Context: an optimization exercise on an open-source flow, tuned for small area and a short achievable clock period. The choices shown serve that exercise and are no tape-out recipe. Only simulation tests tie the RTL to the original design; equivalence was not proved. Power figures rest on the tool's default switching activity, not on a simulated workload.

## oak
Design SingleCycleCPU, start of the top module:
module SingleCycleCPU(
    input clk, Reset,
    input [31:0] instr,
    output [5:0] opCode,
    output [31:0] ReadData1, ReadData2, currentPC, nextPC, result, DMOut,
    output [4:0] rs, rt
);
    wire [4:0] rd = instr[15:11];
    wire [4:0] sa = instr[10:6];
    wire [15:0] imm = instr[15:0];
    assign opCode = instr[31:26];
    assign rs = instr[25:21];
    assign rt = instr[20:16];
    wire op_ori, op_and, op_or, op_sll, op_slti, op_sw, op_lw, op_beq, op_bne, op_j, op_halt;
    wire useImm, subtract, RegWre, RegDst;
    CU cu(.opCode(opCode), .op_ori(op_ori), .op_and(op_and), .op_or(op_or), .op_sll(op_sll),
          .op_slti(op_slti), .op_sw(op_sw), .op_lw(op_lw), .op_beq(op_beq), .op_bne(op_bne),
          .op_j(op_j), .op_halt(op_halt), .useImm(useImm), .subtract(subtract),
          .RegWre(RegWre), .RegDst(RegDst));
    reg [31:2] pc;                
    reg [31:0] regFile [1:31];    
    reg [31:1] valid;             
  ...
Size: about 240 I/O pins.
Settings: LEC_CHECK=0, CAP_MARGIN=30, CORE_MARGIN=2, CORE_UTILIZATION=22, SLEW_MARGIN=30, SYNTH_HIERARCHICAL=1, SYNTH_MINIMUM_KEEP_SIZE=0; clock period 20.0 ns.
standard.sh (not shown) runs the stock make flow with config.mk's settings and CLKGATE_MAP_FILE= SYNTH_SCRIPT=/design/flow/synth_recipe.tcl, a recipe that flattens the netlist after the stock synthesis.
==> flow/flow/run.sh <==
#!/bin/bash
# Layout flow: the standard synthesis unchanged, then the standard ORFS
# steps with our own port buffers, clock tree settings and timing target.
set -euo pipefail
HERE=$(cd "$(dirname "$0")" && pwd)
source "$HERE/settings.sh"

bash standard.sh synth > synth.log 2>&1
bash standard.sh \
  BUFFER_PORTS_ARGS="$PORT_BUF_ARGS" \
  CTS_ARGS="$CTS_ARGS_V" \
  SETUP_SLACK_MARGIN="$SETUP_MARGIN" \
  PRE_RESIZE_TCL="$HERE/pre_resize.tcl" \
  $EXTRA_MAKE_ARGS \
  finish > layout.log 2>&1
==> flow/flow/pre_resize.tcl <==
# Stronger buffers on the input ports (they drive the decoders directly).
foreach inst [get_cells input*] {
  replace_cell $inst sky130_fd_sc_hd__buf_8
}
# The last gate of each register-file read bit drives the ALU, comparator,
# memory and output port: use the strongest or3.
foreach inst [get_cells -filter "ref_name == sky130_fd_sc_hd__or3_1"] {
  set net [get_full_name [get_nets -of_objects [get_pins [get_full_name $inst]/A]]]
  if {[string match "rp*" $net]} {
    replace_cell $inst sky130_fd_sc_hd__or3_4
  }
}
==> flow/flow/settings.sh <==
# Settings read by run.sh
PORT_BUF_ARGS="-buffer_cell sky130_fd_sc_hd__buf_2"
CTS_ARGS_V="-sink_clustering_enable -repair_clock_nets -buf_list {sky130_fd_sc_hd__clkbuf_8} -sink_clustering_size 16 -sink_clustering_max_diameter 50 -dont_use_dummy_load"
SETUP_MARGIN=7
EXTRA_MAKE_ARGS=""
diff inputs: oak => pine
- putting PLACE_DENSITY at 0.65 where nothing was set
- swapping 22 for 35 in CORE_UTILIZATION
[summary]
- pine does better than oak on minimum clock period.
- Relative to oak, global router's overall resource usage increased by 7.6 points in pine.
- Against oak as the reference, pine delivers a lower power per cell area.
- Diff oak -> pine: global placer's final weighted congestion went down by 1.0%; clock share of power went down by 0.8 points; number of clock-tree buffers in the layout went down by about 14%; initial detailed-routing violation count went down by 239.
- Taking oak as the reference, in pine final wirelength saw a decrease, worst setup slack saw an increase.
Modified inputs, birch compared to pine
- swapping 35 for 22 in CORE_UTILIZATION
- clearing PLACE_DENSITY, which used to be 0.65
==> flow/flow/pre_resize.tcl <==
# Stronger buffers on the input ports (they drive the decoders directly).
foreach inst [get_cells input*] {
  replace_cell $inst sky130_fd_sc_hd__buf_8
}
### Flow results
In the route summary, birch ends up with a via count exceeding that of pine. Layout overhead on the synthesized area | birch above pine. From pine to birch the numbers moved as follows: total of fill cells in the finished design shows an increase of 14756; final design area excluding fillers shows an increase of 0.0021 mm2.
The following lists how maple was set up differently from birch:
- an added PLACE_DENSITY of 0.65
- a change of CORE_UTILIZATION from 22 to 35
-- flow/flow/pre_resize.tcl --
<<< birch, line 4
}
>>> maple, line 4
}
# The last gate of each register-file read bit drives the ALU, comparator,
# memory and output port: use the strongest or3.
foreach inst [get_cells -filter "ref_name == sky130_fd_sc_hd__or3_1"] {
  set net [get_full_name [get_nets -of_objects [get_pins [get_full_name $inst]/A]]]
  if {[string match "rp*" $net]} {
    replace_cell $inst sky130_fd_sc_hd__or3_4
  }
}
==> flow/flow/settings.sh <==
# Settings read by run.sh
PORT_BUF_ARGS="-buffer_cell sky130_fd_sc_hd__buf_2"
CTS_ARGS_V="-sink_clustering_enable -repair_clock_nets -buf_list {sky130_fd_sc_hd__clkbuf_8} -sink_clustering_size 16 -sink_clustering_max_diameter 50 -dont_use_dummy_load"
SETUP_MARGIN=7.5
EXTRA_MAKE_ARGS="TNS_END_PERCENT=20"
[summary]
Re overall power: birch was higher than maple.
Taking birch as the reference, in maple fraction of layout instances using a drive strength above 1 went up 2.6 points, total routing resource utilization after global routing went up 8.3 points.
Run comparison: maple end point of the critical path DMOut[14]; birch end point of the critical path result[0]

========
SingleCycleCPU, a different RTL version from the one above (not shown whole).
For scale: about 240 I/O pins.
==> flow/config.mk <==
export PLATFORM = sky130hd
export DESIGN_NAME = SingleCycleCPU
export DESIGN_NICKNAME = SingleCycleCPU
export VERILOG_FILES = /design/flow/design.v
export SDC_FILE = /design/flow/constraint.sdc
export NUM_CORES = 8
export LEC_CHECK = 0
export CAP_MARGIN = 30
export CORE_MARGIN = 2
export CORE_UTILIZATION = 40
export SLEW_MARGIN = 30
export SYNTH_HIERARCHICAL = 1
export SYNTH_MINIMUM_KEEP_SIZE = 0
==> flow/constraint.sdc <==
create_clock -name core_clock -period 20.0 [get_ports {clk}]
set_input_delay 4.0000 -clock core_clock [delete_from_list [all_inputs] [get_ports {clk}]]
set_output_delay 4.0000 -clock core_clock [all_outputs]
set_load 0.01 [all_outputs]
==> flow/flow/run.sh <==
#!/bin/bash
# Layout flow: the standard synthesis unchanged, then the standard ORFS
# steps with our own port buffers, clock tree settings and timing target.
set -euo pipefail
HERE=$(cd "$(dirname "$0")" && pwd)
source "$HERE/settings.sh"

bash standard.sh synth > synth.log 2>&1
bash standard.sh \
  BUFFER_PORTS_ARGS="$PORT_BUF_ARGS" \
  CTS_ARGS="$CTS_ARGS_V" \
  SETUP_SLACK_MARGIN="$SETUP_MARGIN" \
  $EXTRA_MAKE_ARGS \
  finish > layout.log 2>&1
==> flow/flow/settings.sh <==
# Settings read by run.sh
PORT_BUF_ARGS="-buffer_cell sky130_fd_sc_hd__buf_2"
CTS_ARGS_V="-sink_clustering_enable -repair_clock_nets -buf_list {sky130_fd_sc_hd__clkbuf_8} -sink_clustering_size 16 -sink_clustering_max_diameter 50 -dont_use_dummy_load"
SETUP_MARGIN=6
EXTRA_MAKE_ARGS=""
The first run finished with timing, DRC and antenna clean.
Edit:
Settings changed: CORE_UTILIZATION 40 to 55, PLACE_DENSITY from default to 0.7.
Clock skew rose by 23 ps.
Die area falls by 27%.
Power is about the same.
Design area went down by 1.5%.
Cell count went down by 8.3%.
Sequential power stays flat.
Wire length shrinks by 4.1%.
Clock power went down by about 3%.
Sequential share of layout area is higher by 0.92 points.
Worst hold slack improved by 7.7 ps.
Setup slack gains 63 ps.

[port drivers added, routing unchanged]
The results above use ideal ports. As a check the final layouts listed here were re-extracted and re-timed, cells and wires unchanged. Step 1, drivers: a clkbuf_16 drives clk and a buf_2 each remaining input, both assumed. Step 2, shift: input delay + t, output delay - t, t = (earliest + latest rising clock arrival at the registers) / 2. This alone moves slack from input paths to output paths. Three values: ideal ports, drivers, drivers and shift; two values: the first two.
| run | t, ns | slack for setup (ns) | worst hold slack (ns) | worst setup path after step 2 | worst slew at a driven data input, ns |
|---|---|---|---|---|---|
| oak | 0.984 | 6.862 / 6.622 / 6.622 | 0.465 / 0.465 / 0.465 | input to output | 0.25 |
| pine | 0.992 | 6.926 / 6.865 / 6.865 | 0.464 / 0.464 / 0.464 | input to output | 0.14 |
| birch | 0.976 | 6.882 / 6.823 / 6.823 | 0.470 / 0.470 / 0.470 | input to output | 0.21 |
| maple | 1.002 | 6.974 / 6.768 / 6.768 | 0.465 / 0.465 / 0.465 | input to output | 0.21 |
| the first run of note 2 | 0.991 | 5.890 / 5.865 / 5.865 | 0.456 / 0.456 / 0.456 | input to output | 0.12 |
| the second run of note 2 | 0.952 | 5.954 / 5.931 / 5.931 | 0.464 / 0.464 / 0.464 | input to output | 0.06 |
After both steps setup and hold are still met in every run listed. The setup slack of oak, which loses most, moves by -0.240 ns with the drivers and by -0.240 ns with both steps.
